From an optimization exercise on the open Yosys and OpenROAD flow, aimed at small area; shortcuts taken in it are not production practice.
Where RTL was checked, it was by simulation tests only, not by an equivalence proof against the original.
For runs 1 and 4, only the layout was checked, not whether the RTL still works.
Power figures rest on the tool's default switching activity, not on a simulated workload.

### flow/flow/run.sh
#!/bin/bash
# Standard layout (the standard.sh) with three changes to how it is made:
# buf_1 as the port buffer cell, pins allowed on neighbouring tracks so a
# smaller die still holds all the ports, and a clock tree of small clock
# buffers without dummy loads.
set -euo pipefail
bash standard.sh \
  'BUFFER_PORTS_ARGS=-buffer_cell sky130_fd_sc_hd__buf_1' \
  'PLACE_PINS_ARGS=-min_distance 1 -min_distance_in_tracks' \
  'CTS_ARGS=-sink_clustering_enable -repair_clock_nets -dont_use_dummy_load -buf_list {sky130_fd_sc_hd__clkbuf_4 sky130_fd_sc_hd__clkbuf_8}' \
  finish > standard.log 2>&1
### flow/standard.sh
#!/bin/bash
# synth_recipe.tcl (not shown) runs the flow's synth.tcl, then flattens the netlist and writes it again
# the make line also repeats each setting of config.mk as NAME=value (left out here)
make -C /OpenROAD-flow-scripts/flow DESIGN_CONFIG=/design/flow/config.mk WORK_HOME=/design/flow/orfs CLKGATE_MAP_FILE= SYNTH_SCRIPT=/design/flow/synth_recipe.tcl "${@:-finish}"
### flow/config.mk
export PLATFORM = sky130hd
export DESIGN_NAME = api_extension
export DESIGN_NICKNAME = api_extension
export VERILOG_FILES = /design/flow/design.v
export SDC_FILE = /design/flow/constraint.sdc
export NUM_CORES = 4
export LEC_CHECK = 0
export CAP_MARGIN = 0
export CORE_MARGIN = 2
export CORE_UTILIZATION = 65
export SLEW_MARGIN = 0
### flow/constraint.sdc
create_clock -name core_clock -period 5.0 [get_ports {clk}]
set_input_delay 1.0000 -clock core_clock [delete_from_list [all_inputs] [get_ports {clk}]]
set_output_delay 1.0000 -clock core_clock [all_outputs]
set_load 0.01 [all_outputs]
### flow/design.v
module api_extension(
                     input wire           clk,
                     input wire           reset,
                     input wire [1 : 0]   command,
                     output wire [1 : 0]  status,
                     input wire [31 : 0]  address,
                     input wire [31 : 0]  write_data,
                     output wire [31 : 0] read_data,
                     output wire          nts_cs,
                     output wire          nts_we,
                     output wire [23 : 0] nts_address,
                     output wire [31 : 0] nts_write_data,
                     input wire  [31 : 0] nts_read_data,
                     input wire           nts_ready,
                     output wire          pp_cs,
                     output wire          pp_we,
                     output wire [23 : 0] pp_address,
                     output wire [31 : 0] pp_write_data,
                     input wire  [31 : 0] pp_read_data,
                     input wire           pp_ready,
                     output wire          dp_cs,
                     output wire          dp_we,
                     output wire [23 : 0] dp_address,
                     output wire [31 : 0] dp_write_data,
                     input wire  [31 : 0] dp_read_data,
                     input wire           dp_ready,
                     output wire          merge_cs,
                     output wire          merge_we,
                     output wire [7 : 0]  merge_address,
                     output wire [31 : 0] merge_write_data,
                     input wire  [31 : 0] merge_read_data,
                     input wire           merge_ready,
                     output wire          rosc_cs,
                     output wire          rosc_we,
                     output wire [7 : 0]  rosc_address,
                     output wire [31 : 0] rosc_write_data,
                     input wire  [31 : 0] rosc_read_data,
                     input wire           rosc_ready
                    );
  localparam CORE_NAME0       = 32'h6170692d;  
  localparam CORE_NAME1       = 32'h65787420;  
  localparam CORE_VERSION     = 32'h302e3232;  
  localparam ERROR_DATA       = 32'hdeaddead;
  reg          status_lo_reg;
  reg          status_hi_reg;
  reg [1 : 0]  phase_reg;
  reg          op_a_set_reg;
  reg          op_b_set_reg;
  reg [31 : 0] op_a_reg;
  reg [31 : 0] op_b_reg;
  reg [2 : 0]  carry_reg;
  reg          gate_a_reg;
  reg          gate_b_reg;
  reg [31 : 0] const_data;
  reg          k_none_reg;
  reg          k_name0_reg;
  reg          k_name1_reg;
  reg          k_ver_reg;
  reg [31 : 0] read_data_reg;
  wire       busy     = ~status_lo_reg;
  wire       cmd_act  = |command;
  wire       cmd_wr   = &command;
  wire [7:0] prefix   = address[31 : 24];
  wire [7:0] low      = address[7 : 0];
  wire hit_api   = prefix == 8'h00;
  wire hit_pp    = prefix == 8'h10;
  wire hit_nts   = prefix == 8'h20;
  wire hit_dp    = prefix == 8'h40;
  wire hit_merge = prefix == 8'h60;
  wire hit_rosc  = prefix == 8'hfe;
  wire hit_none  = ~(hit_api | hit_pp | hit_nts | hit_dp | hit_merge | hit_rosc);
  wire target_ready = (hit_pp    & pp_ready)    |
                      (hit_nts   & nts_ready)   |
                      (hit_dp    & dp_ready)    |
                      (hit_merge & merge_ready) |
                      (hit_rosc  & rosc_ready)  |
                      hit_api | hit_none;
  wire write_op_a = busy & cmd_wr & hit_api & (low == 8'h10);
  wire write_op_b = busy & cmd_wr & hit_api & (low == 8'h11);
  assign status           = {status_hi_reg, status_lo_reg};
  assign read_data        = read_data_reg;
  assign nts_cs           = busy & hit_nts;
  assign nts_we           = busy & hit_nts & cmd_wr;
  assign nts_address      = address[23 : 0];
  assign nts_write_data   = write_data;
  assign pp_cs            = busy & hit_pp;
  assign pp_we            = busy & hit_pp & cmd_wr;
  assign pp_address       = address[23 : 0];
  assign pp_write_data    = write_data;
  assign dp_cs            = busy & hit_dp;
  assign dp_we            = busy & hit_dp & cmd_wr;
  assign dp_address       = address[23 : 0];
  assign dp_write_data    = write_data;
  assign merge_cs         = busy & hit_merge;
  assign merge_we         = busy & hit_merge & cmd_wr;
  assign merge_address    = address[7 : 0];
  assign merge_write_data = write_data;
  assign rosc_cs          = busy & hit_rosc;
  assign rosc_we          = busy & hit_rosc & cmd_wr;
  assign rosc_address     = address[7 : 0];
  assign rosc_write_data  = write_data;
  wire [31 : 0] carry;
  wire [31 : 0] sum;
  assign carry[0]  = 1'b0;
  assign carry[8]  = carry_reg[0];
  assign carry[16] = carry_reg[1];
  assign carry[24] = carry_reg[2];
  always @*
    begin : const_mux
      const_data = ({32{k_none_reg}}  & ERROR_DATA)  |
                   ({32{k_name0_reg}} & CORE_NAME0)  |
                   ({32{k_name1_reg}} & CORE_NAME1)  |
                   ({32{k_ver_reg}}   & CORE_VERSION);
    end
  wire [31 : 0] add_a = op_a_reg & {32{gate_a_reg}};
  wire [31 : 0] add_b = (op_b_reg & {32{gate_b_reg}}) | const_data;
  genvar i;
  generate
    for (i = 0 ; i < 32 ; i = i + 1)
      begin : adder
        assign sum[i] = add_a[i] ^ add_b[i] ^ carry[i];
        if ((i % 8) != 7)
          assign carry[i + 1] = (add_a[i] & add_b[i]) | (add_a[i] & carry[i]) |
                                (carry[i] & add_b[i]);
      end
  endgenerate
  wire cout7  = (add_a[7]  & add_b[7])  | (carry[7]  & (add_a[7]  ^ add_b[7]));
  wire cout15 = (add_a[15] & add_b[15]) | (carry[15] & (add_a[15] ^ add_b[15]));
  wire cout23 = (add_a[23] & add_b[23]) | (carry[23] & (add_a[23] ^ add_b[23]));
  wire ld_pp    = busy & hit_pp;
  wire ld_nts   = busy & hit_nts;
  wire ld_dp    = busy & hit_dp;
  wire ld_merge = busy & hit_merge;
  wire ld_rosc  = busy & hit_rosc;
  wire ld_none  = busy & hit_none;
  wire ld_sum   = busy & (hit_api | hit_none);
  wire ld_name0 = busy & hit_api & (low == 8'h00);
  wire ld_name1 = busy & hit_api & (low == 8'h01);
  wire ld_ver   = busy & hit_api & (low == 8'h02);
  wire [31 : 0] read_data_new =
    ({32{ld_pp}}    & pp_read_data)    |
    ({32{ld_nts}}   & nts_read_data)   |
    ({32{ld_dp}}    & dp_read_data)    |
    ({32{ld_merge}} & merge_read_data) |
    ({32{ld_rosc}}  & rosc_read_data)  |
    ({32{ld_sum}}   & sum)             |
    ({32{status_lo_reg}} & read_data_reg);
  always @ (posedge clk)
    begin : data_update
      carry_reg  <= {cout23, cout15, cout7};
      gate_a_reg <= hit_api & op_a_set_reg & ((low == 8'h10) | (low == 8'h12));
      gate_b_reg <= hit_api & op_b_set_reg & ((low == 8'h11) | (low == 8'h12));
      k_none_reg  <= hit_none;
      k_name0_reg <= hit_api & (low == 8'h00);
      k_name1_reg <= hit_api & (low == 8'h01);
      k_ver_reg   <= hit_api & (low == 8'h02);
      if (write_op_a)
        op_a_reg <= write_data;
      if (write_op_b)
        op_b_reg <= write_data;
      read_data_reg <= read_data_new;
    end
  always @ (posedge clk or posedge reset)
    begin : ctrl_update
      if (reset)
        begin
          status_lo_reg <= 1'b1;
          status_hi_reg <= 1'b0;
          phase_reg     <= 2'h0;
          op_a_set_reg  <= 1'b0;
          op_b_set_reg  <= 1'b0;
        end
      else
        begin
          if (write_op_a)
            op_a_set_reg <= 1'b1;
          if (write_op_b)
            op_b_set_reg <= 1'b1;
          if (status_lo_reg)
            begin
              case (phase_reg)
                2'h0:
                  if (cmd_act)
                    phase_reg <= 2'h1;
                2'h1:
                  begin
                    status_lo_reg <= 1'b0;
                    phase_reg     <= 2'h0;
                  end
                2'h2:
                  if (!cmd_act)
                    phase_reg <= 2'h3;
                2'h3:
                  begin
                    status_hi_reg <= 1'b0;
                    phase_reg     <= cmd_act ? 2'h1 : 2'h0;
                  end
              endcase
            end
          else
            begin
              case (phase_reg)
                2'h0:
                  phase_reg <= 2'h1;
                2'h1, 2'h2:
                  phase_reg <= target_ready ? 2'h3 : 2'h2;
                2'h3:
                  begin
                    status_lo_reg <= 1'b1;
                    status_hi_reg <= hit_none;
                    phase_reg     <= 2'h2;
                  end
              endcase
            end
        end
    end
endmodule  
==> results.tsv, run 1 <==
stage	metric	value	unit
global_route	initial antenna violation count	0	
power_and_ir_drop	sequential fraction of design power	0.505	
clocking	post-CTS sizing	0	
power_and_ir_drop	switching fraction of total power	0.347	
outcome	status	finished clean	
hold_path	worst min path class	register to register	
synthesis	post-synthesis compound-gate area fraction	0.141	
worst_setup_path	stage delay of the slowest cell on the critical path	470	ps
clocking	clock latency of the later-clocked register in the worst-skew pair	370	ps
synthesis	number of enable flip-flop cells after synthesis	64	
synthesis	dominant combinational cell family by area after synthesis	buffers and inverters	
global_route	global-route wire length before repair	29600	um
worst_setup_path	maximum fanout count along the critical path	11	
worst_setup_path	startpoint-to-endpoint class of the critical path	register to register	
synthesis	number of library cell types mapped by synthesis	56	
power_and_ir_drop	power density relative to cell area	293	nW/um2
timing	RSZ-0062 raised after global routing	false	
power_and_ir_drop	internal power consumption	1.57	mW
worst_setup_path	critical path's slowest cell	sky130_fd_sc_hd__fa_1	
timing	Setup Skew	21.6	ps
synthesis	synthesized-area fraction occupied by adder cells	0.0805	
detailed_routing	final routed wire length divided by cell count	18.4	um
timing	Relative slew margins	0.333	
cells_and_area	area growth from synthesis to final layout	1.72	%
timing	fraction of the cycle the final worst path needs	0.920	
floorplanning	core area	12100	um2
clocking	H-tree depth reported by CTS	3	
synthesis	cells after synthesis	804	
cells_and_area	most common library cell in the layout ignoring fill and taps	sky130_fd_sc_hd__buf_1	
worst_setup_path	library cell appearing most often on the critical path	sky130_fd_sc_hd__fa_1	
clocking	register clock-pin slew on the reported worst setup and hold paths	100	ps
synthesis	Synth Area in XOR/XNOR	0.00325	
worst_setup_path	CP bufs+invs	1	
clocking	CTS root buf	sky130_fd_sc_hd__clkbuf_8	
detailed_routing	number of vias per cell after detailed routing	5.55	
timing	final-report max-slew violation count	0	
place	Port Buffer Count	460	
synthesis	register area share after synthesis	0.358	
floorplanning	Chip Height	115	um
synthesis	Async S/R FF share, synth	0.0541	
power_and_ir_drop	part of the power in combinational logic	0.317	
floorplanning	Starting Density	0.670	
cells_and_area	Final Net Count	1267	
worst_setup_path	Critical Path End Type	register	
cells_and_area	post-layout utilization of the core	0.681	
floorplanning	width of the die	115	um
power_and_ir_drop	VDD IR max	0.229	mV
power_and_ir_drop	fraction of power consumed by the clock network	0.178	
global_route	global routing usage summed across all routing layers	0.292	
detailed_routing	number of DRC violations after detailed-routing iteration 0	466	
worst_setup_path	Req. time, crit path	5290	ps
worst_setup_path	logic depth of the worst setup path including buffers	11	
hold_path	number of cells on the worst hold path	1	
detailed_routing	number of search-and-repair iterations in the first detailed-routing pass	26	
global_route	number of global-route vias before repair	5561	
floorplanning	count of pins on the block boundary	525	
timing	Worst-Margin Slew	1000	ps
job	max-cap check violation count	0	
synthesis	post-synth design cell area	8080	um2
timing	maximum achievable frequency	217	MHz
cells_and_area	most frequent cells in the layout	sky130_fd_sc_hd__buf_1, sky130_fd_sc_hd__edfxtp_1, sky130_fd_sc_hd__a22oi_1	
clocking	hold-fix buffers at CTS	0	
synthesis	synth warn	1	
clocking	CTS tree	built	
clocking	buffer depth of the longest clock path	2	
worst_setup_path	worst endpoint data arrival time	4890	ps
synthesis	register bit total from synthesis	111	
place	last weighted congestion value of the routability-driven placer	0.946	
timing	count of final hold-check violations	0	
global_route	global route overflow	0	
cells_and_area	proportion of layout cells with a drive suffix above 1	0.0611	
power_and_ir_drop	net switching power figure	0.836	mW
worst_setup_path	startpoint type of the worst setup path	register	
detailed_routing	post-detailed-route count of antenna-violating nets	0	
place	Post-DP HPWL	16800	um
worst_setup_path	cell breakdown of the critical path	a21o_1 > fa_1 > fa_1 > fa_1 > fa_1 > fa_1 > fa_1 > fa_1 > inv_1 > fa_1 > o211ai_1	
power_and_ir_drop	cell leakage power	2.97	nW
synthesis	post-synthesis average cell area	10.1	um2
synthesis	main flop type after synthesis	sky130_fd_sc_hd__edfxtp_1	
synthesis	post-synthesis simple-gate area fraction	0.0997	
clocking	buffers inserted by post-CTS timing repair	0	
global_route	largest net degree at the start of global routing	51	
floorplanning	Placement Rows	40	
timing	TNS Setup	0	ps
clocking	total CTS buffers	9	
worst_setup_path	largest delay contributor family on the critical path	adder cells	
worst_setup_path	depth of the most critical reg-to-reg path	11	
detailed_routing	wirelength, routed	21500	um
synthesis	multiplexer share of the synthesized area	0.0461	
cells_and_area	total inserted antenna cells	0	
clocking	sink count of the clock tree	111	
timing	count of endpoints failing setup in the final report	0	
timing	clock period minus final worst setup slack	4600	ps
detailed_routing	total via count after detailed routing	6477	
detailed_routing	drc violations	0	
floorplanning	die footprint	13300	um2
[Yosys cell counts, drive strengths merged (2+ instances only)]
cell | n | area share
buf | 257 | 0.24
edfxtp | 64 | 0.24
a22oi | 48 | 0.045
nand2 | 46 | 0.022
dfxtp | 41 | 0.10
inv | 38 | 0.018
o211ai | 33 | 0.031
clkbuf | 31 | 0.014
and2 | 30 | 0.023
fa | 30 | 0.074
mux2 | 26 | 0.036
a22o | 21 | 0.023
nor2 | 18 | 0.0084
nor3 | 11 | 0.0074
nor2b | 9 | 0.0070
mux2i | 8 | 0.0099
a21o | 7 | 0.0065
a21oi | 7 | 0.0043
a2bb2oi | 7 | 0.0076
a222oi | 6 | 0.0074
and3 | 6 | 0.0046
nand3 | 6 | 0.0037
dfrtp | 5 | 0.015
ha | 4 | 0.0062
nand3b | 4 | 0.0037
o21ai | 4 | 0.0025
a211o | 3 | 0.0033
a221oi | 3 | 0.0033
nand4b | 3 | 0.0033
or2 | 3 | 0.0023
a32o | 2 | 0.0025
and4 | 2 | 0.0022
nand2b | 2 | 0.0015
nor4 | 2 | 0.0023
or4 | 2 | 0.0019
xor2 | 2 | 0.0022
[power groups by stage]
stage | Sequential, mW | Clock [mW] | Combinational [mW]
final | 1.22 | 0.428 | 0.763
after floorplan | 1.20 | 0 | 0.639
after global routing | 1.23 | 0.476 | 0.819
after detailed placement | 1.23 | 0 | 0.747
after CTS | 1.21 | 0.440 | 0.753
after global placement | 1.22 | 0 | 0.733
[per-stage QoR]
step	std cells	setup slack, ps	hold WS [ps]	power [mW]	cell area [um2]
finish	1166	401	487	2.41	8220
global route	1166	231	520	2.52	8220
CTS	1166	365	493	2.40	8220
detailed placement	1157	393	471	1.98	8100
global placement	1157	468	458	1.96	8100
floorplan	804	274	433	1.84	8080
[worst paths after layout]
path	from	endpoint	slack, ps
max	gate_b_reg	read_data_reg[23]	400
min	op_b_set_reg	op_b_set_reg	490
max reg2reg	gate_b_reg	read_data_reg[23]	400
min reg2reg	op_b_set_reg	op_b_set_reg	490
max in group asynchronous	reset	asynchronous set/reset pin	4210
min in group asynchronous	reset	op_a_set_reg	500
[cells by family after synthesis]
group | after synthesis
buf+inv | 326
compound gates | 147
flops | 111
mux | 34
simple gates | 149
xor+xnor | 3
fa+ha+maj | 34
[routing by layer]
layer  GRT usage  up-vias  part of all wire
met3      0.0675       56              0.11
met1       0.391     3069              0.41
met2       0.466      421              0.45
li1            -     2931                 -
met5           0        -                 0
met4       0.112        0             0.026
[area by class of cell]
class / instances / area (um2)
Timing Repair Buffer: 473 / 1830
Sequential cell: 111 / 2890
Fill cell: 964 / 3840
Clock buffer: 9 / 124
Inverter: 38 / 143
Multi-Input combinational cell: 367 / 3020
Tap cell: 168 / 210
==> run 2, diff against run 1 <==
--- a/flow/design.v
+++ b/flow/design.v
@@ -51,11 +51,6 @@
   reg [2 : 0]  carry_reg;
   reg          gate_a_reg;
   reg          gate_b_reg;
-  reg [31 : 0] const_data;
-  reg          k_none_reg;
-  reg          k_name0_reg;
-  reg          k_name1_reg;
-  reg          k_ver_reg;
   reg [31 : 0] read_data_reg;
   wire       busy     = ~status_lo_reg;
   wire       cmd_act  = |command;
@@ -105,15 +100,8 @@
   assign carry[8]  = carry_reg[0];
   assign carry[16] = carry_reg[1];
   assign carry[24] = carry_reg[2];
-  always @*
-    begin : const_mux
-      const_data = ({32{k_none_reg}}  & ERROR_DATA)  |
-                   ({32{k_name0_reg}} & CORE_NAME0)  |
-                   ({32{k_name1_reg}} & CORE_NAME1)  |
-                   ({32{k_ver_reg}}   & CORE_VERSION);
-    end
   wire [31 : 0] add_a = op_a_reg & {32{gate_a_reg}};
-  wire [31 : 0] add_b = (op_b_reg & {32{gate_b_reg}}) | const_data;
+  wire [31 : 0] add_b = op_b_reg & {32{gate_b_reg}};
   genvar i;
   generate
     for (i = 0 ; i < 32 ; i = i + 1)
@@ -133,7 +121,7 @@
   wire ld_merge = busy & hit_merge;
   wire ld_rosc  = busy & hit_rosc;
   wire ld_none  = busy & hit_none;
-  wire ld_sum   = busy & (hit_api | hit_none);
+  wire ld_sum   = busy & hit_api & ((low == 8'h10) | (low == 8'h11) | (low == 8'h12));
   wire ld_name0 = busy & hit_api & (low == 8'h00);
   wire ld_name1 = busy & hit_api & (low == 8'h01);
   wire ld_ver   = busy & hit_api & (low == 8'h02);
@@ -143,17 +131,17 @@
     ({32{ld_dp}}    & dp_read_data)    |
     ({32{ld_merge}} & merge_read_data) |
     ({32{ld_rosc}}  & rosc_read_data)  |
+    ({32{ld_none}}  & ERROR_DATA)      |
     ({32{ld_sum}}   & sum)             |
+    ({32{ld_name0}} & CORE_NAME0)      |
+    ({32{ld_name1}} & CORE_NAME1)      |
+    ({32{ld_ver}}   & CORE_VERSION)    |
     ({32{status_lo_reg}} & read_data_reg);
   always @ (posedge clk)
     begin : data_update
       carry_reg  <= {cout23, cout15, cout7};
       gate_a_reg <= hit_api & op_a_set_reg & ((low == 8'h10) | (low == 8'h12));
       gate_b_reg <= hit_api & op_b_set_reg & ((low == 8'h11) | (low == 8'h12));
-      k_none_reg  <= hit_none;
-      k_name0_reg <= hit_api & (low == 8'h00);
-      k_name1_reg <= hit_api & (low == 8'h01);
-      k_ver_reg   <= hit_api & (low == 8'h02);
       if (write_op_a)
         op_a_reg <= write_data;
       if (write_op_b)
--- a/flow/config.mk
+++ b/flow/config.mk
@@ -5,7 +5,7 @@
 export SDC_FILE = /design/flow/constraint.sdc
 export NUM_CORES = 4
 export LEC_CHECK = 0
-export CAP_MARGIN = 0
+export CAP_MARGIN = 20
 export CORE_MARGIN = 2
 export CORE_UTILIZATION = 65
-export SLEW_MARGIN = 0
+export SLEW_MARGIN = 20
==> run 2 against run 1 <==
Effect of this change: worst hold slack worse by 9.9 ps; critical path depth rose by 2; setup slack better by 360 ps; total power shrank 1.5%; core utilization shrank 1.2 points; non-clock buffer count is 1 lower; die area down 2.8%; clock skew increased by 14 ps; area after synthesis is 2.9% lower; largest cell class unchanged; highest routed layer unchanged.
==> results.tsv, run 2 <==
stage	metric	value	unit	change
timing	Setup Skew	36.1	ps	+14.4 ps
clocking	sink count of the clock tree	107		-3.6%
clocking	total CTS buffers	9		unchanged
global_route	initial antenna violation count	3		+3
floorplanning	count of pins on the block boundary	525		unchanged
synthesis	most used standard cell by instance count after synthesis	sky130_fd_sc_hd__buf_4		
floorplanning	Placement Rows	40		unchanged
worst_setup_path	Critical Path End Type	register		
synthesis	post-synthesis simple-gate area fraction	0.120		+0.0202
place	Port Buffer Count	460		unchanged
power_and_ir_drop	fraction of power consumed by the clock network	0.179		about the same
global_route	global-route wire length before repair	31700	um	+6.9%
worst_setup_path	worst-case register-to-register setup slack	760	ps	+360 ps
worst_setup_path	largest delay contributor family on the critical path	adder cells		
place	last weighted congestion value of the routability-driven placer	0.887		-6.2%
worst_setup_path	maximum fanout count along the critical path	13		+2
cells_and_area	number of non-filler instances in the completed layout	1136		-2.6%
outcome	status	finished clean		
synthesis	post-synth top area share	0.245		+0.00701
timing	final-report max-slew violation count	0		unchanged
power_and_ir_drop	part of the power in combinational logic	0.351		+0.034
power_and_ir_drop	overall power after layout	2.37	mW	-1.5%
place	Post-DP HPWL	16500	um	-2.0%
synthesis	cells after synthesis	797		-0.87%
power_and_ir_drop	power density relative to cell area	297	nW/um2	+1.5%
timing	TNS Setup	0	ps	unchanged
synthesis	dominant combinational cell family by area after synthesis	buffers and inverters		
cells_and_area	area growth from synthesis to final layout	1.64	%	about the same
detailed_routing	total via count after detailed routing	6554		+1.2%
detailed_routing	drc violations	0		unchanged
synthesis	post-synthesis average cell area	9.85	um2	-2.0%
worst_setup_path	library cell appearing most often on the critical path	sky130_fd_sc_hd__fa_1		
place	Post-Place Worst Slack	776	ps	+383 ps
synthesis	top area cells in the synthesized netlist	sky130_fd_sc_hd__edfxtp_1, sky130_fd_sc_hd__buf_4, sky130_fd_sc_hd__dfxtp_1, sky130_fd_sc_hd__fa_1, sky130_fd_sc_hd__mux2_2		
floorplanning	die footprint	13000	um2	-2.8%
worst_setup_path	RR Endpoint	read_data_reg[23]		
worst_setup_path	cell breakdown of the critical path	and2_1 > fa_1 > inv_1 > fa_1 > fa_1 > fa_1 > fa_1 > fa_1 > inv_1 > fa_1 > fa_1 > nand2_1 > nand3_1		
power_and_ir_drop	internal power consumption	1.53	mW	-2.8%
job	max-cap check violation count	0		unchanged
synthesis	main flop type after synthesis	sky130_fd_sc_hd__edfxtp_1		
clocking	buffer depth of the longest clock path	2		unchanged
timing	clock period minus final worst setup slack	4240	ps	-357 ps
worst_setup_path	startpoint type of the worst setup path	register		
hold_path	end of the worst hold path	op_b_set_reg		
timing	Relative slew margins	0.286		-0.0471
power_and_ir_drop	switching fraction of total power	0.356		+0.00873
synthesis	number of library cell types mapped by synthesis	58		+3.6%
worst_setup_path	start point of the critical path	gate_b_reg		
cells_and_area	post-layout utilization of the core	0.670		-0.0117
worst_setup_path	reg2reg start	gate_b_reg		
clocking	register clock-pin slew on the reported worst setup and hold paths	90	ps	about the same
floorplanning	Starting Density	0.659		-0.0110
worst_setup_path	depth of the most critical reg-to-reg path	13		+2
timing	count of endpoints failing setup in the final report	0		unchanged
synthesis	register bit total from synthesis	107		-3.6%
timing	fin worst setup slack	758	ps	+357 ps
clocking	hold-fix buffers at CTS	0		unchanged
floorplanning	Chip Height	114	um	-1.4%
cells_and_area	Final Net Count	1257		-0.79%
clocking	CTS root buf	sky130_fd_sc_hd__clkbuf_8		
worst_setup_path	CP bufs+invs	2		+1
global_route	number of global-route vias before repair	6079		+9.3%
hold_path	worst min path class	register to register		
detailed_routing	number of search-and-repair iterations in the first detailed-routing pass	5		-81%
global_route	global route overflow	0		unchanged
timing	Worst-Margin Slew	1070	ps	+70.7 ps
cells_and_area	proportion of layout cells with a drive suffix above 1	0.0668		+0.00568
place	number of placed cells counting well taps	1126		-2.7%
synthesis	post-synth design cell area	7850	um2	-2.9%
timing	RSZ-0062 raised after global routing	false		
synthesis	number of enable flip-flop cells after synthesis	64		unchanged
global_route	largest net degree at the start of global routing	55		+7.8%
hold_path	number of cells on the worst hold path	1		unchanged
synthesis	register area share after synthesis	0.359		+0.000360
clocking	buffers inserted by post-CTS timing repair	0		unchanged
clocking	post-CTS sizing	0		unchanged
worst_setup_path	Req. time, crit path	5240	ps	-50 ps
detailed_routing	post-detailed-route count of antenna-violating nets	0		unchanged
timing	count of final hold-check violations	0		unchanged
synthesis	post-synthesis compound-gate area fraction	0.128		-0.0132
power_and_ir_drop	cell leakage power	2.58	nW	-13%
detailed_routing	wirelength, routed	22100	um	+3.0%
cells_and_area	most frequent cells in the layout	sky130_fd_sc_hd__buf_1, sky130_fd_sc_hd__nand2_1, sky130_fd_sc_hd__edfxtp_1		
synthesis	multiplexer share of the synthesized area	0.0397		-0.00645
clocking	CTS tree	built		
cells_and_area	Storage cell area	2810	um2	-2.8%
synthesis	Async S/R FF share, synth	0.0561		+0.00202
worst_setup_path	stage delay of the slowest cell on the critical path	570	ps	+100 ps
detailed_routing	number of DRC violations after detailed-routing iteration 0	529		+14%
clocking	clock latency of the later-clocked register in the worst-skew pair	390	ps	+20 ps
power_and_ir_drop	net switching power figure	0.844	mW	+1.0%
synthesis	synth warn	1		unchanged
worst_setup_path	critical path's slowest cell	sky130_fd_sc_hd__dfxtp_1		
floorplanning	width of the die	114	um	-1.4%
hold_path	startpoint of the tightest hold check path	op_b_set_reg		
cells_and_area	multi-input gate area in the final layout	2970	um2	-1.6%
cells_and_area	filler cell count in the final layout	1013		+5.1%
worst_setup_path	worst endpoint data arrival time	4480	ps	-410 ps
power_and_ir_drop	VDD IR max	0.188	mV	-18%
timing	maximum achievable frequency	236	MHz	+8.4%
synthesis	top cell types by occurrence after synthesis	sky130_fd_sc_hd__buf_4, sky130_fd_sc_hd__nand2_1, sky130_fd_sc_hd__edfxtp_1		
synthesis	Synth Area in XOR/XNOR	0.00335		+0.0000959
timing	fraction of the cycle the final worst path needs	0.848		-0.0715
synthesis	synthesized-area fraction occupied by adder cells	0.0829		+0.00237
global_route	global routing usage summed across all routing layers	0.321		+0.0292
power_and_ir_drop	sequential fraction of design power	0.470		-0.035
worst_setup_path	startpoint-to-endpoint class of the critical path	register to register		
floorplanning	core area	11900	um2	-1.2%
detailed_routing	number of vias per cell after detailed routing	5.77		+3.9%
detailed_routing	final routed wire length divided by cell count	19.5	um	+5.8%
clocking	H-tree depth reported by CTS	3		unchanged
cells_and_area	most common library cell in the layout ignoring fill and taps	sky130_fd_sc_hd__buf_1		
synthesis	Yosys top cell by area	sky130_fd_sc_hd__edfxtp_1		
[run 2: cell types whose count changed after synthesis, moves of 6 or more]
cell and change:
sky130_fd_sc_hd__o21ai_0 +8, sky130_fd_sc_hd__nand2_1 +30, sky130_fd_sc_hd__a22o_1 -12, sky130_fd_sc_hd__nor3_1 +6, sky130_fd_sc_hd__a21o_1 -7, sky130_fd_sc_hd__a221oi_1 +20, sky130_fd_sc_hd__a2bb2oi_1 -7, sky130_fd_sc_hd__o2bb2ai_1 +6
sky130_fd_sc_hd__inv_1 -22, sky130_fd_sc_hd__a22oi_1 -24, sky130_fd_sc_hd__nand3_1 +12, sky130_fd_sc_hd__a21oi_1 +12, sky130_fd_sc_hd__o211ai_1 -17
[run 2: worst max path at each step]
stage                         to  depth (start not counted)
2_1_floorplan  read_data_reg[23]                         14
3_3_place_gp   read_data_reg[23]                         13
3_5_place_dp   read_data_reg[23]                         13
4_1_cts        read_data_reg[23]                         13
5_1_grt        read_data_reg[23]                         13
6_report       read_data_reg[23]                         13
[run 2: per-stage QoR]
step                cell area, um2  hold WS, ps
finish                        7980          477
global route                  7980          502
CTS                           7980          477
detailed placement            7850          460
global placement              7850          455
floorplan                     7850          430
[run 2: area by class of cell]
type	instances	share of cell area
diodes	1	0.000314
multi-input cells	384	0.373
flip-flops and latches	107	0.353
repair buffers	472	0.228
clock buffers	9	0.0155
inverters	16	0.00753
well taps	147	0.0231
[run 2: layer usage]
layer,vias to the layer above,GRT usage,share of wire
met5,-,0,0
met4,0,0.100,0.028
met3,60,0.0802,0.11
met2,501,0.544,0.47
met1,3070,0.409,0.39
li1,2923,-,-
[run 2: logic make-up after synthesis]
family                     Yosys count
AOI/OAI and AO/OA                  132
DFF                                107
buffers and inverters              306
adders and majority gates           34
muxes                               28
and+or+nand+nor                    187
xor gates and xnor gates             3
[run 2: power groups by stage]
stage          clock (mW)  sequential [mW]  combinational [mW]
3_5_place_dp            0             1.13               0.825
5_1_grt             0.466             1.13               0.913
3_3_place_gp            0             1.13               0.808
4_1_cts             0.429             1.11               0.828
6_report            0.424             1.11               0.833
2_1_floorplan           0             1.16               0.611
==> run 3, diff against run 2 <==
==> flow/flow/run.sh (replaced) <==
#!/bin/bash
# Standard layout (the standard.sh) with these changes to how it is made:
# buf_1 as the port buffer cell, pins allowed on neighbouring tracks so a
# smaller die still holds all the ports, a clock tree of small clock buffers
# without dummy loads, and synthesis buffers removed at floorplan (global
# placement is not timing driven, so it does not remove them itself).
set -euo pipefail
bash standard.sh \
  'BUFFER_PORTS_ARGS=-buffer_cell sky130_fd_sc_hd__buf_1' \
  'PLACE_PINS_ARGS=-min_distance 1 -min_distance_in_tracks' \
  'CTS_ARGS=-sink_clustering_enable -repair_clock_nets -dont_use_dummy_load -buf_list {sky130_fd_sc_hd__clkbuf_4 sky130_fd_sc_hd__clkbuf_8}' \
  'REMOVE_ABC_BUFFERS=1' \
  finish > standard.log 2>&1
--- a/flow/config.mk
+++ b/flow/config.mk
@@ -8,4 +8,5 @@
 export CAP_MARGIN = 20
 export CORE_MARGIN = 2
 export CORE_UTILIZATION = 65
+export GPL_TIMING_DRIVEN = 0
 export SLEW_MARGIN = 20
==> run 3 against run 2 <==
Effect of this change: sequential cell count unchanged; via count increased by 3.6%; still clean; critical endpoint unchanged; area after synthesis unchanged; sequential share of layout area decreased by 0.34 points; maximum frequency decreased by 6.9%; largest cell class unchanged; largest power group unchanged; synthesized cell count unchanged; combinational power decreased by 8.0%.
==> results.tsv, run 3 <==
stage	metric	value	unit	change
global_route	met2 demand-to-capacity share in global routing	0.529		-0.0152
power_and_ir_drop	part of the power in combinational logic	0.321		-0.030
global_route	largest net degree at the start of global routing	56		+1.8%
synthesis	number of enable flip-flop cells after synthesis	64		unchanged
place	Post-DP HPWL	16300	um	-1.0%
synthesis	top cell types by occurrence after synthesis	sky130_fd_sc_hd__buf_4, sky130_fd_sc_hd__nand2_1, sky130_fd_sc_hd__edfxtp_1		
timing	maximum achievable frequency	219	MHz	-6.9%
clocking	buffer depth of the longest clock path	2		unchanged
clocking	clock latency of the later-clocked register in the worst-skew pair	370	ps	-20 ps
worst_setup_path	maximum fanout count along the critical path	32		+19
cells_and_area	most common library cell in the layout ignoring fill and taps	sky130_fd_sc_hd__buf_1		
detailed_routing	total via count after detailed routing	6791		+3.6%
place	Post-Place Worst Slack	14.0	ps	-762 ps
synthesis	cells after synthesis	797		unchanged
timing	fin worst setup slack	441	ps	-317 ps
power_and_ir_drop	net switching power figure	0.857	mW	+1.5%
synthesis	main flop type after synthesis	sky130_fd_sc_hd__edfxtp_1		
detailed_routing	post-detailed-route count of antenna-violating nets	0		unchanged
global_route	global-route wire length before repair	31100	um	-1.7%
timing	count of final hold-check violations	0		unchanged
global_route	global routing usage summed across all routing layers	0.315		-0.00634
place	Post-Place Cell Area	7940	um2	+1.2%
timing	Setup Skew	23.6	ps	-12.5 ps
clocking	CTS tree	built		
global_route	number of global-route vias before repair	6121		+0.69%
hold_path	worst min path class	register to register		
global_route	met3 track demand over resource	0.0813		+0.00106
global_route	global route overflow	0		unchanged
floorplanning	core area	11900	um2	unchanged
cells_and_area	total inserted antenna cells	0		-1
global_route	Most Used Layer, Global Route	met2		
detailed_routing	wirelength, routed	21800	um	-1.6%
power_and_ir_drop	switching fraction of total power	0.359		+0.00301
clocking	sink count of the clock tree	107		unchanged
floorplanning	Chip Height	114	um	unchanged
hold_path	end of the worst hold path	read_data_reg[25]		
synthesis	Yosys top cell by area	sky130_fd_sc_hd__edfxtp_1		
synthesis	register bit total from synthesis	107		unchanged
worst_setup_path	startpoint type of the worst setup path	register		
clocking	total CTS buffers	9		unchanged
detailed_routing	number of DRC violations after detailed-routing iteration 0	598		+13%
cells_and_area	final std cell area, no fill	8070	um2	+1.2%
synthesis	register area share after synthesis	0.359		unchanged
floorplanning	Placement Rows	40		unchanged
synthesis	number of library cell types mapped by synthesis	58		unchanged
cells_and_area	number of non-filler instances in the completed layout	1135		-0.088%
synthesis	Async S/R FF share, synth	0.0561		unchanged
floorplanning	width of the die	114	um	unchanged
timing	count of endpoints failing setup in the final report	0		unchanged
detailed_routing	final routed wire length divided by cell count	19.2	um	-1.5%
timing	RSZ-0062 raised after global routing	false		
cells_and_area	most frequent cells in the layout	sky130_fd_sc_hd__buf_1, sky130_fd_sc_hd__nand2_1, sky130_fd_sc_hd__edfxtp_1		
outcome	status	finished clean		
cells_and_area	area growth from synthesis to final layout	2.85	%	
timing	fraction of the cycle the final worst path needs	0.912		+0.0633
place	last weighted congestion value of the routability-driven placer	0.883		-0.48%
synthesis	post-synthesis average cell area	9.85	um2	unchanged
worst_setup_path	RR Endpoint	read_data_reg[23]		
hold_path	startpoint of the tightest hold check path	read_data_reg[25]		
hold_path	number of cells on the worst hold path	2		+1
global_route	initial antenna violation count	0		-3
detailed_routing	drc violations	0		unchanged
cells_and_area	filler cell count in the final layout	983		-3.0%
cells_and_area	Final Net Count	1257		unchanged
clocking	CTS root buf	sky130_fd_sc_hd__clkbuf_8		
worst_setup_path	depth of the most critical reg-to-reg path	13		unchanged
worst_setup_path	Critical Path End Type	register		
synthesis	most used standard cell by instance count after synthesis	sky130_fd_sc_hd__buf_4		
timing	final-report max-slew violation count	0		unchanged
timing	clock period minus final worst setup slack	4560	ps	+317 ps
synthesis	post-synth top area share	0.245		unchanged
global_route	met1 Track Usage GR	0.396		-0.0132
power_and_ir_drop	power density relative to cell area	296	nW/um2	-0.51%
synthesis	synth warn	1		unchanged
worst_setup_path	startpoint-to-endpoint class of the critical path	register to register		
worst_setup_path	critical path's slowest cell	sky130_fd_sc_hd__dfxtp_2		
clocking	register clock-pin slew on the reported worst setup and hold paths	90	ps	about the same
cells_and_area	proportion of layout cells with a drive suffix above 1	0.0698		+0.00304
timing	Relative slew margins	0.249		-0.0365
worst_setup_path	worst endpoint data arrival time	4800	ps	+320 ps
worst_setup_path	Req. time, crit path	5240	ps	about the same
detailed_routing	number of vias per cell after detailed routing	5.98		+3.7%
power_and_ir_drop	fraction of power consumed by the clock network	0.177		-0.002
clocking	H-tree depth reported by CTS	3		unchanged
place	number of placed cells counting well taps	1126		unchanged
power_and_ir_drop	internal power consumption	1.53	mW	+0.21%
synthesis	top area cells in the synthesized netlist	sky130_fd_sc_hd__edfxtp_1, sky130_fd_sc_hd__buf_4, sky130_fd_sc_hd__dfxtp_1, sky130_fd_sc_hd__fa_1, sky130_fd_sc_hd__mux2_2		
place	Port Buffer Count	460		unchanged
worst_setup_path	reg2reg start	gate_a_reg		
worst_setup_path	stage delay of the slowest cell on the critical path	740	ps	+170 ps
timing	Worst-Margin Slew	1120	ps	+52.4 ps
floorplanning	die footprint	13000	um2	unchanged
job	max-cap check violation count	0		unchanged
power_and_ir_drop	sequential fraction of design power	0.502		+0.032
floorplanning	count of pins on the block boundary	525		unchanged
power_and_ir_drop	cell leakage power	2.61	nW	+1.3%
worst_setup_path	worst-case register-to-register setup slack	440	ps	-320 ps
floorplanning	Starting Density	0.659		unchanged
worst_setup_path	library cell appearing most often on the critical path	sky130_fd_sc_hd__fa_1		
synthesis	post-synth design cell area	7850	um2	unchanged
detailed_routing	number of search-and-repair iterations in the first detailed-routing pass	7		+2
worst_setup_path	cell breakdown of the critical path	and2_1 > fa_1 > inv_1 > fa_1 > fa_1 > fa_1 > fa_1 > fa_1 > inv_1 > fa_1 > fa_1 > nand2_1 > nand3_1		
power_and_ir_drop	VDD IR max	0.164	mV	-13%
power_and_ir_drop	overall power after layout	2.39	mW	+0.68%
run 3: cell counts after synthesis:
Identical to the previous run, type by type.
run 3: how the worst max path moves through the flow:
stage,start,end,slack (ps),cells past startpoint
finish,gate_a_reg,read_data_reg[23],440,13
global route,gate_b_reg,read_data_reg[23],170,13
CTS,gate_b_reg,read_data_reg[23],380,13
detailed placement,gate_b_reg,read_data_reg[23],10,13
global placement,address[29],rosc_cs,-2580,4
floorplan,address[26],pp_cs,640,2
run 3: cell families (layout without fill, tap and decap cells):
group | count (synthesis) | in the layout | synth area share
buffers and inverters | 306 | 497 | 0.267
and+or+nand+nor | 187 | 187 | 0.120
AOI/OAI and AO/OA | 132 | 132 | 0.128
DFF | 107 | 107 | 0.359
adders and majority gates | 34 | 34 | 0.0829
muxes | 28 | 28 | 0.0397
xor gates and xnor gates | 3 | 3 | 0.00335
run 3: through the flow:
| stage | hold slack (ps) | setup TNS [ps] | util |
|---|---|---|---|
| floorplan | 430 | 0 | - |
| global placement | 447 | -108260 | 0.648 |
| detailed placement | 451 | 0 | 0.667 |
| CTS | 479 | 0 | 0.677 |
| global route | 505 | 0 | 0.678 |
| finish | 485 | 0 | 0.678 |
run 3: repair_timing:
item,in CTS,in global routing
buffers inserted,0,0
resized for setup,1,0
hold buffers,0,0
endpoints found under the setup margin,1,0
run 3: layout make-up:
class                   instances  area (um2)  share of cell area
multi-input cells             384        2980               0.369
flip-flops and latches        107        2820               0.349
inverters                      16        60.1             0.00744
well taps                     147         184              0.0228
clock buffers                   9         124              0.0153
repair buffers                472        1900               0.236
run 3: layer usage:
metal,vias to the layer above,share of wire
met2,529,0.48
met1,3255,0.38
li1,2923,-
met5,-,0
met4,0,0.031
met3,84,0.11
run 3: power by group through the flow:
stage | Sequential, mW | Clock, mW | Combinational (mW)
after floorplan | 1.21 | 0 | 0.323
after global placement | 1.20 | 0 | 0.729
after detailed placement | 1.21 | 0 | 0.758
after CTS | 1.19 | 0.430 | 0.760
after global routing | 1.21 | 0.466 | 0.832
final | 1.20 | 0.424 | 0.766
run 3: critical path, delay by kind of cell (launching register included):
| kind | cells | cell delay (ps) |
|---|---|---|
| fa+ha+maj | 8 | 3130 |
| simple gates | 3 | 380 |
| flops | 1 | 740 |
| buf+inv | 2 | 160 |
==> run 4, diff against run 3 <==
--- a/flow/design.v
+++ b/flow/design.v
@@ -48,7 +48,8 @@
   reg          op_b_set_reg;
   reg [31 : 0] op_a_reg;
   reg [31 : 0] op_b_reg;
-  reg [2 : 0]  carry_reg;
+  reg          carry_reg;
+  reg [1 : 0]  rot_reg;
   reg          gate_a_reg;
   reg          gate_b_reg;
   reg [31 : 0] read_data_reg;
@@ -70,8 +71,8 @@
                       (hit_merge & merge_ready) |
                       (hit_rosc  & rosc_ready)  |
                       hit_api | hit_none;
-  wire write_op_a = busy & cmd_wr & hit_api & (low == 8'h10);
-  wire write_op_b = busy & cmd_wr & hit_api & (low == 8'h11);
+  wire write_op_a = cmd_wr & hit_api & (low == 8'h10) & (rot_reg == 2'h3);
+  wire write_op_b = cmd_wr & hit_api & (low == 8'h11) & (rot_reg == 2'h3);
   assign status           = {status_hi_reg, status_lo_reg};
   assign read_data        = read_data_reg;
   assign nts_cs           = busy & hit_nts;
@@ -94,37 +95,39 @@
   assign rosc_we          = busy & hit_rosc & cmd_wr;
   assign rosc_address     = address[7 : 0];
   assign rosc_write_data  = write_data;
-  wire [31 : 0] carry;
-  wire [31 : 0] sum;
-  assign carry[0]  = 1'b0;
-  assign carry[8]  = carry_reg[0];
-  assign carry[16] = carry_reg[1];
-  assign carry[24] = carry_reg[2];
-  wire [31 : 0] add_a = op_a_reg & {32{gate_a_reg}};
-  wire [31 : 0] add_b = op_b_reg & {32{gate_b_reg}};
+  wire [7 : 0] add_a = op_a_reg[7 : 0] & {8{gate_a_reg}};
+  wire [7 : 0] add_b = op_b_reg[7 : 0] & {8{gate_b_reg}};
+  wire [8 : 0] carry;
+  wire [7 : 0] sum;
+  assign carry[0] = carry_reg & gate_a_reg & gate_b_reg & (rot_reg != 2'h0);
   genvar i;
   generate
-    for (i = 0 ; i < 32 ; i = i + 1)
+    for (i = 0 ; i < 8 ; i = i + 1)
       begin : adder
-        assign sum[i] = add_a[i] ^ add_b[i] ^ carry[i];
-        if ((i % 8) != 7)
-          assign carry[i + 1] = (add_a[i] & add_b[i]) | (add_a[i] & carry[i]) |
-                                (carry[i] & add_b[i]);
+        assign sum[i]       = add_a[i] ^ add_b[i] ^ carry[i];
+        assign carry[i + 1] = (add_a[i] & add_b[i]) | (add_a[i] & carry[i]) |
+                              (carry[i] & add_b[i]);
       end
   endgenerate
-  wire cout7  = (add_a[7]  & add_b[7])  | (carry[7]  & (add_a[7]  ^ add_b[7]));
-  wire cout15 = (add_a[15] & add_b[15]) | (carry[15] & (add_a[15] ^ add_b[15]));
-  wire cout23 = (add_a[23] & add_b[23]) | (carry[23] & (add_a[23] ^ add_b[23]));
+  wire in_ctrl_wr   = ~status_lo_reg & (phase_reg == 2'h3);
+  wire in_ctrl_done = status_lo_reg & (phase_reg == 2'h2);
+  wire drop_early   = cmd_act & hit_api & ~in_ctrl_wr & ~in_ctrl_done;
+  wire gate_a_new   = (op_a_set_reg | write_op_a) & ~(drop_early & (low == 8'h11));
+  wire gate_b_new   = (op_b_set_reg | write_op_b) & ~(drop_early & (low == 8'h10));
+  wire int_sum  = hit_api & ((low == 8'h10) | (low == 8'h11) | (low == 8'h12));
   wire ld_pp    = busy & hit_pp;
   wire ld_nts   = busy & hit_nts;
   wire ld_dp    = busy & hit_dp;
   wire ld_merge = busy & hit_merge;
   wire ld_rosc  = busy & hit_rosc;
   wire ld_none  = busy & hit_none;
-  wire ld_sum   = busy & hit_api & ((low == 8'h10) | (low == 8'h11) | (low == 8'h12));
   wire ld_name0 = busy & hit_api & (low == 8'h00);
   wire ld_name1 = busy & hit_api & (low == 8'h01);
   wire ld_ver   = busy & hit_api & (low == 8'h02);
+  wire in_ctrl_s1 = status_lo_reg & (phase_reg == 2'h1);
+  wire [3 : 0] ld_sum = {4{int_sum & (busy | in_ctrl_s1)}} &
+                        {rot_reg == 2'h3, rot_reg == 2'h2, rot_reg == 2'h1, rot_reg == 2'h0};
+  wire [3 : 0] hold   = {4{~busy | int_sum}} & ~ld_sum;
   wire [31 : 0] read_data_new =
     ({32{ld_pp}}    & pp_read_data)    |
     ({32{ld_nts}}   & nts_read_data)   |
@@ -132,20 +135,24 @@
     ({32{ld_merge}} & merge_read_data) |
     ({32{ld_rosc}}  & rosc_read_data)  |
     ({32{ld_none}}  & ERROR_DATA)      |
-    ({32{ld_sum}}   & sum)             |
     ({32{ld_name0}} & CORE_NAME0)      |
     ({32{ld_name1}} & CORE_NAME1)      |
     ({32{ld_ver}}   & CORE_VERSION)    |
-    ({32{status_lo_reg}} & read_data_reg);
+    ({{8{ld_sum[3]}}, {8{ld_sum[2]}}, {8{ld_sum[1]}}, {8{ld_sum[0]}}} & {4{sum}}) |
+    ({{8{hold[3]}}, {8{hold[2]}}, {8{hold[1]}}, {8{hold[0]}}} & read_data_reg);
   always @ (posedge clk)
     begin : data_update
-      carry_reg  <= {cout23, cout15, cout7};
-      gate_a_reg <= hit_api & op_a_set_reg & ((low == 8'h10) | (low == 8'h12));
-      gate_b_reg <= hit_api & op_b_set_reg & ((low == 8'h11) | (low == 8'h12));
+      carry_reg  <= carry[8];
+      gate_a_reg <= gate_a_new;
+      gate_b_reg <= gate_b_new;
       if (write_op_a)
         op_a_reg <= write_data;
+      else
+        op_a_reg <= {op_a_reg[7 : 0], op_a_reg[31 : 8]};
       if (write_op_b)
         op_b_reg <= write_data;
+      else
+        op_b_reg <= {op_b_reg[7 : 0], op_b_reg[31 : 8]};
       read_data_reg <= read_data_new;
     end
   always @ (posedge clk or posedge reset)
@@ -157,9 +164,11 @@
           phase_reg     <= 2'h0;
           op_a_set_reg  <= 1'b0;
           op_b_set_reg  <= 1'b0;
+          rot_reg       <= 2'h0;
         end
       else
         begin
+          rot_reg <= rot_reg + 2'h1;
           if (write_op_a)
             op_a_set_reg <= 1'b1;
           if (write_op_b)
==> flow/flow/run.sh (replaced) <==
#!/bin/bash
# Standard layout (the standard.sh) with three changes to how it is made:
# buf_1 as the port buffer cell, pins allowed on neighbouring tracks so a
# smaller die still holds all the ports, and a clock tree of small clock
# buffers without dummy loads.
set -euo pipefail
bash standard.sh \
  'BUFFER_PORTS_ARGS=-buffer_cell sky130_fd_sc_hd__buf_1' \
  'PLACE_PINS_ARGS=-min_distance 1 -min_distance_in_tracks' \
  'CTS_ARGS=-sink_clustering_enable -repair_clock_nets -dont_use_dummy_load -buf_list {sky130_fd_sc_hd__clkbuf_4 sky130_fd_sc_hd__clkbuf_8}' \
  finish > standard.log 2>&1
--- a/flow/config.mk
+++ b/flow/config.mk
@@ -8,5 +8,4 @@
 export CAP_MARGIN = 20
 export CORE_MARGIN = 2
 export CORE_UTILIZATION = 65
-export GPL_TIMING_DRIVEN = 0
 export SLEW_MARGIN = 20
==> run 4 against run 3 <==
Effect of this change: sequential cell count stayed put; still clean on timing, DRC and antenna; highest routed layer unchanged; critical endpoint is now read_data_reg[31]; wire length is 0.64% lower; final cell count is 0.70% higher; setup slack worse by 190 ps; critical path depth is 4 higher.
==> results.tsv, run 4 <==
stage	metric	value	unit	change
clocking	H-tree depth reported by CTS	3		unchanged
clocking	CTS tree	built		
worst_setup_path	worst-case register-to-register setup slack	260	ps	-190 ps
synthesis	top cell types by occurrence after synthesis	sky130_fd_sc_hd__buf_4, sky130_fd_sc_hd__dfxtp_1, sky130_fd_sc_hd__mux2_2		
timing	maximum achievable frequency	211	MHz	-3.9%
clocking	hold-fix buffers at CTS	0		unchanged
worst_setup_path	Req. time, crit path	5240	ps	about the same
timing	clock period minus final worst setup slack	4740	ps	+186 ps
synthesis	number of library cell types mapped by synthesis	63		+8.6%
synthesis	number of enable flip-flop cells after synthesis	0		-100%
power_and_ir_drop	net switching power figure	0.841	mW	-1.9%
floorplanning	die footprint	12700	um2	-1.9%
worst_setup_path	startpoint-to-endpoint class of the critical path	register to register		
cells_and_area	filler cell count in the final layout	970		-1.3%
detailed_routing	number of DRC violations after detailed-routing iteration 0	565		-5.5%
worst_setup_path	worst endpoint data arrival time	4980	ps	+180 ps
synthesis	cells after synthesis	809		+1.5%
cells_and_area	Final Net Count	1251		-0.48%
global_route	initial antenna violation count	0		unchanged
cells_and_area	final std cell area, no fill	7730	um2	-4.3%
cells_and_area	total inserted antenna cells	0		unchanged
cells_and_area	most common library cell in the layout ignoring fill and taps	sky130_fd_sc_hd__buf_1		
power_and_ir_drop	part of the power in combinational logic	0.354		+0.033
job	max-cap check violation count	0		unchanged
synthesis	main flop type after synthesis	sky130_fd_sc_hd__dfxtp_1		
timing	fraction of the cycle the final worst path needs	0.949		+0.0372
synthesis	Yosys top cell by area	sky130_fd_sc_hd__dfxtp_1		
floorplanning	Placement Rows	39		-2.5%
cells_and_area	Storage cell area	2180	um2	-23%
detailed_routing	post-detailed-route count of antenna-violating nets	0		unchanged
timing	worst hold slack across all endpoints	445	ps	-40.5 ps
timing	Worst-Margin Slew	1070	ps	-55.9 ps
place	number of placed cells counting well taps	1134		+0.71%
outcome	status	finished clean		
clocking	CTS root buf	sky130_fd_sc_hd__clkbuf_8		
timing	Setup Skew	27.3	ps	+3.76 ps
synthesis	post-synth top area share	0.258		+0.0127
floorplanning	width of the die	113	um	-0.95%
worst_setup_path	depth of the most critical reg-to-reg path	17		+4
place	Post-DP HPWL	17400	um	+6.4%
power_and_ir_drop	internal power consumption	1.42	mW	-7.2%
hold_path	worst min path class	register to register		
synthesis	top area cells in the synthesized netlist	sky130_fd_sc_hd__dfxtp_1, sky130_fd_sc_hd__buf_4, sky130_fd_sc_hd__mux2_2, sky130_fd_sc_hd__mux2_4, sky130_fd_sc_hd__a22oi_1		
detailed_routing	drc violations	0		unchanged
global_route	global-route wire length before repair	30900	um	-0.64%
floorplanning	count of pins on the block boundary	525		unchanged
cells_and_area	area growth from synthesis to final layout	0.423	%	
power_and_ir_drop	switching fraction of total power	0.372		+0.0127
worst_setup_path	maximum fanout count along the critical path	4		-88%
global_route	number of global-route vias before repair	5754		-6.0%
cells_and_area	multi-input gate area in the final layout	3400	um2	+14%
clocking	post-CTS sizing	0		-1
clocking	register clock-pin slew on the reported worst setup and hold paths	100	ps	about the same
power_and_ir_drop	VDD IR max	0.217	mV	+33%
global_route	largest net degree at the start of global routing	38		-32%
timing	Relative slew margins	0.286		+0.0362
detailed_routing	final routed wire length divided by cell count	18.9	um	-1.3%
floorplanning	Starting Density	0.671		+0.0121
cells_and_area	most frequent cells in the layout	sky130_fd_sc_hd__buf_1, sky130_fd_sc_hd__dfxtp_1, sky130_fd_sc_hd__mux2_2		
detailed_routing	wirelength, routed	21600	um	-0.64%
synthesis	post-synth design cell area	7690	um2	-2.0%
timing	count of endpoints failing setup in the final report	0		unchanged
synthesis	most used standard cell by instance count after synthesis	sky130_fd_sc_hd__buf_4		
global_route	global routing usage summed across all routing layers	0.306		-0.00886
synthesis	synth warn	1		unchanged
synthesis	post-synthesis average cell area	9.51	um2	-3.4%
timing	RSZ-0062 raised after global routing	false		
floorplanning	core area	11500	um2	-3.7%
clocking	buffer depth of the longest clock path	2		unchanged
floorplanning	Chip Height	113	um	-0.95%
synthesis	register area share after synthesis	0.284		-0.0748
worst_setup_path	startpoint type of the worst setup path	register		
worst_setup_path	Critical Path End Type	register		
global_route	global route overflow	0		unchanged
timing	final-report max-slew violation count	0		unchanged
detailed_routing	number of search-and-repair iterations in the first detailed-routing pass	5		-2
power_and_ir_drop	fraction of power consumed by the clock network	0.181		+0.004
synthesis	Async S/R FF share, synth	0.0748		+0.0187
power_and_ir_drop	power density relative to cell area	293	nW/um2	-1.0%
place	last weighted congestion value of the routability-driven placer	0.912		+3.3%
detailed_routing	number of vias per cell after detailed routing	5.65		-5.5%
hold_path	number of cells on the worst hold path	1		-1
detailed_routing	total via count after detailed routing	6461		-4.9%
synthesis	register bit total from synthesis	107		unchanged
timing	count of final hold-check violations	0		unchanged
clocking	clock latency of the later-clocked register in the worst-skew pair	370	ps	about the same
power_and_ir_drop	cell leakage power	2.93	nW	+12%
clocking	total CTS buffers	9		unchanged
cells_and_area	number of non-filler instances in the completed layout	1143		+0.70%
place	Post-Place Cell Area	7600	um2	-4.3%
clocking	sink count of the clock tree	107		unchanged
clocking	buffers inserted by post-CTS timing repair	0		unchanged
place	Port Buffer Count	460		unchanged
cells_and_area	proportion of layout cells with a drive suffix above 1	0.126		+0.0562
timing	TNS Setup	0	ps	unchanged
power_and_ir_drop	sequential fraction of design power	0.465		-0.037
==> run 4: changes by cell type in the layout (fill, tap and decap cells not counted), moves of 9 or more <==
cell and change:
sky130_fd_sc_hd__dfxtp_1 +64, sky130_fd_sc_hd__edfxtp_1 -64, sky130_fd_sc_hd__mux2_2 +39, sky130_fd_sc_hd__mux2_4 +29, sky130_fd_sc_hd__nand2_1 -28, sky130_fd_sc_hd__fa_1 -23
sky130_fd_sc_hd__and2_1 -15, sky130_fd_sc_hd__o211ai_1 -14, sky130_fd_sc_hd__a221o_1 +13, sky130_fd_sc_hd__a21oi_1 -10, sky130_fd_sc_hd__a221oi_1 -9, sky130_fd_sc_hd__nor2_1 +9
==> run 4: worst paths after layout <==
kind                         startpoint                    endpoint
max                          rot_reg[0]           read_data_reg[31]
min                        op_a_reg[25]                op_a_reg[17]
max reg2reg                  rot_reg[0]           read_data_reg[31]
min reg2reg                op_a_reg[25]                op_a_reg[17]
max in group asynchronous         reset  asynchronous set/reset pin
min in group asynchronous         reset                op_a_set_reg
==> run 4: routing by layer <==
metal  vias up  GRT usage  wire length, um
li1       2991          -                -
met1      3027      0.403             8780
met2       407      0.513            10200
met3        36     0.0578             2150
met4         0     0.0927              539
met5         -          0                0
==> run 4: metrics by stage <==
stage,power [mW],setup WS [ps],utilization
floorplan,1.67,415,-
global placement,1.84,265,0.663
detailed placement,1.85,108,0.663
CTS,2.26,104,0.674
global route,2.37,19.1,0.674
finish,2.26,256,0.674
==> run 4: power by group through the flow <==
stage | clock [mW] | combinational [mW] | sequential [mW]
after detailed placement | 0 | 0.786 | 1.07
final | 0.408 | 0.801 | 1.05
after CTS | 0.420 | 0.794 | 1.05
after global placement | 0 | 0.775 | 1.06
after global routing | 0.449 | 0.858 | 1.06
after floorplan | 0 | 0.598 | 1.07
==> run 4: cells by family after synthesis <==
kind of cell,count (synthesis),share of synthesized area
AOI/OAI and AO/OA,119,0.124
adders and majority gates,16,0.0338
buffers and inverters,299,0.277
DFF,107,0.284
muxes,101,0.161
and+or+nand+nor,167,0.120
==> run 4: worst max-delay path, cell delays in order, from the launching register on <==
cell	delay [ps]
sky130_fd_sc_hd__dfrtp_1	410
sky130_fd_sc_hd__inv_1	110
sky130_fd_sc_hd__ha_1	200
sky130_fd_sc_hd__inv_1	70
sky130_fd_sc_hd__and4_1	220
sky130_fd_sc_hd__fa_1	410
sky130_fd_sc_hd__inv_1	90
sky130_fd_sc_hd__fa_1	170
sky130_fd_sc_hd__inv_1	60
sky130_fd_sc_hd__fa_1	450
sky130_fd_sc_hd__fa_1	460
sky130_fd_sc_hd__fa_1	430
sky130_fd_sc_hd__inv_1	90
sky130_fd_sc_hd__fa_1	180
sky130_fd_sc_hd__inv_1	60
sky130_fd_sc_hd__fa_1	440
sky130_fd_sc_hd__fa_2	470
sky130_fd_sc_hd__a221o_1	330
==> run 4: area by class of cell <==
class | count | share of cell area
well taps | 143 | 0.0232
repair buffers | 468 | 0.231
flip-flops and latches | 107 | 0.283
multi-input cells | 403 | 0.441
inverters | 13 | 0.00631
clock buffers | 9 | 0.0160
==> run 5, diff against run 4 <==
--- a/flow/design.v
+++ b/flow/design.v
@@ -112,8 +112,8 @@
   wire in_ctrl_wr   = ~status_lo_reg & (phase_reg == 2'h3);
   wire in_ctrl_done = status_lo_reg & (phase_reg == 2'h2);
   wire drop_early   = cmd_act & hit_api & ~in_ctrl_wr & ~in_ctrl_done;
-  wire gate_a_new   = (op_a_set_reg | write_op_a) & ~(drop_early & (low == 8'h11));
-  wire gate_b_new   = (op_b_set_reg | write_op_b) & ~(drop_early & (low == 8'h10));
+  wire gate_a_new   = op_a_set_reg & ~(drop_early & (low == 8'h11));
+  wire gate_b_new   = op_b_set_reg & ~(drop_early & (low == 8'h10));
   wire int_sum  = hit_api & ((low == 8'h10) | (low == 8'h11) | (low == 8'h12));
   wire ld_pp    = busy & hit_pp;
   wire ld_nts   = busy & hit_nts;
==> run 5 against run 4 <==
Effect of this change: critical path depth unchanged; total power increased by 2.2%; largest cell class unchanged; global-route usage grew 1.7 points; clock power about the same; critical endpoint is now read_data_reg[7]; core utilization decreased by 0.60 points; wire length decreased by 0.88%.
==> results.tsv, run 5 <==
stage	metric	value	unit	change
synthesis	cells after synthesis	790		-2.3%
floorplanning	die footprint	12400	um2	-2.8%
synthesis	post-synth design cell area	7470	um2	-2.9%
floorplanning	core area	11300	um2	-1.3%
worst_setup_path	maximum fanout count along the critical path	4		unchanged
global_route	initial antenna violation count	0		unchanged
clocking	post-CTS sizing	0		unchanged
timing	Setup Skew	29.6	ps	+2.26 ps
synthesis	synth warn	1		unchanged
worst_setup_path	library cell appearing most often on the critical path	sky130_fd_sc_hd__fa_1		
place	number of placed cells counting well taps	1118		-1.4%
power_and_ir_drop	power density relative to cell area	306	nW/um2	+4.4%
timing	Worst-Margin Slew	1070	ps	+4.24 ps
global_route	largest net degree at the start of global routing	36		-5.3%
hold_path	end of the worst hold path	op_a_reg[23]		
clocking	buffer depth of the longest clock path	2		unchanged
detailed_routing	number of vias per cell after detailed routing	5.67		+0.39%
hold_path	worst min path class	register to register		
cells_and_area	most frequent cells in the layout	sky130_fd_sc_hd__buf_1, sky130_fd_sc_hd__dfxtp_1, sky130_fd_sc_hd__mux2_2		
synthesis	Async S/R FF share, synth	0.0748		unchanged
power_and_ir_drop	VDD IR max	0.257	mV	+18%
place	Post-DP HPWL	17400	um	-0.20%
timing	RSZ-0062 raised after global routing	false		
detailed_routing	number of DRC violations after detailed-routing iteration 0	664		+18%
floorplanning	Starting Density	0.660		-0.0109
cells_and_area	area growth from synthesis to final layout	1.17	%	
synthesis	most used standard cell by instance count after synthesis	sky130_fd_sc_hd__buf_4		
hold_path	startpoint of the tightest hold check path	op_a_reg[31]		
worst_setup_path	reg2reg start	rot_reg[0]		
power_and_ir_drop	internal power consumption	1.44	mW	+1.1%
floorplanning	count of pins on the block boundary	525		unchanged
timing	Relative slew margins	0.282		-0.00409
worst_setup_path	startpoint-to-endpoint class of the critical path	register to register		
synthesis	top area cells in the synthesized netlist	sky130_fd_sc_hd__dfxtp_1, sky130_fd_sc_hd__buf_4, sky130_fd_sc_hd__mux2_2, sky130_fd_sc_hd__mux2_1, sky130_fd_sc_hd__a22oi_1		
floorplanning	Placement Rows	39		unchanged
synthesis	Yosys top cell by area	sky130_fd_sc_hd__dfxtp_1		
timing	clock period minus final worst setup slack	4720	ps	-27.1 ps
global_route	global-route wire length before repair	31900	um	+3.1%
hold_path	number of cells on the worst hold path	1		unchanged
floorplanning	Chip Height	111	um	-1.4%
clocking	register clock-pin slew on the reported worst setup and hold paths	80	ps	-20 ps
place	Port Buffer Count	460		unchanged
clocking	H-tree depth reported by CTS	3		unchanged
synthesis	main flop type after synthesis	sky130_fd_sc_hd__dfxtp_1		
worst_setup_path	Critical Path End Type	register		
timing	maximum achievable frequency	212	MHz	+0.57%
cells_and_area	Final Net Count	1235		-1.3%
synthesis	number of enable flip-flop cells after synthesis	0		unchanged
power_and_ir_drop	fraction of power consumed by the clock network	0.177		-0.004
clocking	hold-fix buffers at CTS	0		unchanged
detailed_routing	wirelength, routed	21400	um	-0.88%
floorplanning	width of the die	111	um	-1.4%
place	last weighted congestion value of the routability-driven placer	0.965		+5.8%
job	max-cap check violation count	0		unchanged
global_route	number of global-route vias before repair	5792		+0.66%
synthesis	register area share after synthesis	0.292		+0.00841
power_and_ir_drop	part of the power in combinational logic	0.355		about the same
worst_setup_path	RR Endpoint	read_data_reg[7]		
cells_and_area	most common library cell in the layout ignoring fill and taps	sky130_fd_sc_hd__buf_1		
worst_setup_path	cell breakdown of the critical path	inv_1 > ha_2 > and4b_1 > fa_1 > inv_1 > fa_1 > inv_1 > fa_1 > fa_2 > fa_1 > inv_1 > fa_1 > inv_1 > fa_1 > fa_2 > a22oi_1 > nand3_1		
clocking	sink count of the clock tree	107		unchanged
worst_setup_path	critical path's slowest cell	sky130_fd_sc_hd__fa_2		
cells_and_area	number of non-filler instances in the completed layout	1128		-1.3%
clocking	CTS root buf	sky130_fd_sc_hd__clkbuf_8		
timing	TNS Setup	0	ps	unchanged
clocking	total CTS buffers	9		unchanged
worst_setup_path	stage delay of the slowest cell on the critical path	520	ps	+50 ps
detailed_routing	total via count after detailed routing	6401		-0.93%
detailed_routing	number of search-and-repair iterations in the first detailed-routing pass	21		+16
clocking	buffers inserted by post-CTS timing repair	0		unchanged
cells_and_area	Storage cell area	2180	um2	unchanged
clocking	clock latency of the later-clocked register in the worst-skew pair	370	ps	about the same
power_and_ir_drop	switching fraction of total power	0.378		+0.00637
cells_and_area	multi-input gate area in the final layout	3230	um2	-5.1%
synthesis	number of library cell types mapped by synthesis	62		-1.6%
synthesis	post-synth top area share	0.265		+0.00763
detailed_routing	final routed wire length divided by cell count	19.0	um	+0.44%
worst_setup_path	startpoint type of the worst setup path	register		
cells_and_area	filler cell count in the final layout	971		+0.10%
timing	fraction of the cycle the final worst path needs	0.943		-0.00541
global_route	global routing usage summed across all routing layers	0.323		+0.0172
outcome	status	finished clean		
power_and_ir_drop	sequential fraction of design power	0.469		+0.004
power_and_ir_drop	net switching power figure	0.874	mW	+3.9%
worst_setup_path	worst-case register-to-register setup slack	280	ps	+30 ps
worst_setup_path	worst endpoint data arrival time	4950	ps	-30 ps
timing	count of endpoints failing setup in the final report	0		unchanged
clocking	CTS tree	built		
timing	count of final hold-check violations	0		unchanged
power_and_ir_drop	cell leakage power	2.88	nW	-1.5%
synthesis	register bit total from synthesis	107		unchanged
detailed_routing	post-detailed-route count of antenna-violating nets	0		unchanged
cells_and_area	proportion of layout cells with a drive suffix above 1	0.0955		-0.0305
timing	final-report max-slew violation count	0		unchanged
worst_setup_path	depth of the most critical reg-to-reg path	17		unchanged
detailed_routing	drc violations	0		unchanged
synthesis	top cell types by occurrence after synthesis	sky130_fd_sc_hd__buf_4, sky130_fd_sc_hd__dfxtp_1, sky130_fd_sc_hd__a22oi_1		
synthesis	post-synthesis average cell area	9.46	um2	-0.54%
global_route	global route overflow	0		unchanged
worst_setup_path	Req. time, crit path	5230	ps	about the same
run 5: worst max-delay path by stage:
stage / start / depth (start not counted) / slack [ps] / to
4_1_cts: rot_reg[0] / 17 / 130 / read_data_reg[15]
6_report: rot_reg[0] / 17 / 280 / read_data_reg[7]
3_5_place_dp: rot_reg[0] / 17 / 150 / read_data_reg[15]
2_1_floorplan: rot_reg[0] / 17 / 520 / read_data_reg[7]
5_1_grt: rot_reg[0] / 17 / 50 / read_data_reg[7]
3_3_place_gp: rot_reg[0] / 17 / 320 / read_data_reg[23]
run 5: critical path: cells and delay by family (launching register included):
family | cells | cell delay (ps)
DFF | 1 | 410
buffers and inverters | 5 | 430
AOI/OAI and AO/OA | 1 | 200
adders and majority gates | 9 | 3250
and+or+nand+nor | 2 | 330
run 5: per-stage QoR:
step | power [mW] | hold slack (ps) | setup slack, ps | instance area (um2) | utilization
2_1_floorplan | 1.69 | 410 | 519 | 7470 | -
3_3_place_gp | 1.87 | 413 | 325 | 7420 | 0.655
3_5_place_dp | 1.90 | 422 | 153 | 7420 | 0.655
4_1_cts | 2.30 | 442 | 129 | 7540 | 0.666
5_1_grt | 2.43 | 465 | 45.1 | 7560 | 0.668
6_report | 2.31 | 436 | 283 | 7560 | 0.668
run 5: kinds of logic after synthesis:
family,synth area share
DFF,0.292
buffers and inverters,0.279
and+or+nand+nor,0.114
muxes,0.150
adders and majority gates,0.0348
AOI/OAI and AO/OA,0.130
run 5: layout make-up:
cell class / count / share of cell area
Clock buffer: 9 / 0.0164
Inverter: 12 / 0.00596
Multi-Input combinational cell: 387 / 0.427
Tap cell: 143 / 0.0237
Antenna cell: 1 / 0.000331
Sequential cell: 107 / 0.289
Timing Repair Buffer: 469 / 0.237
run 5: power by group through the flow:
stage | registers (mW) | clock network [mW] | logic, mW
detailed placement | 1.09 | 0 | 0.802
global placement | 1.09 | 0 | 0.779
global route | 1.09 | 0.452 | 0.885
finish | 1.08 | 0.408 | 0.820
floorplan | 1.08 | 0 | 0.613
CTS | 1.08 | 0.416 | 0.805
run 5: layer usage:
metal  track usage  vias to the layer above  share of wire
li1              -                     2939              -
met3        0.0760                       49           0.10
met1         0.415                     2979           0.40
met4         0.123                        0          0.027
met2         0.530                      434           0.47
met5             0                        -              0

Check on run 5: ideal ports give 0.283 ns setup slack; a clkbuf_16 on the clock port and buf_2 on the inputs give 0.283 ns; moving port delays by the midpoint clock arrival (0.390 ns) as well gives 0.283 ns.
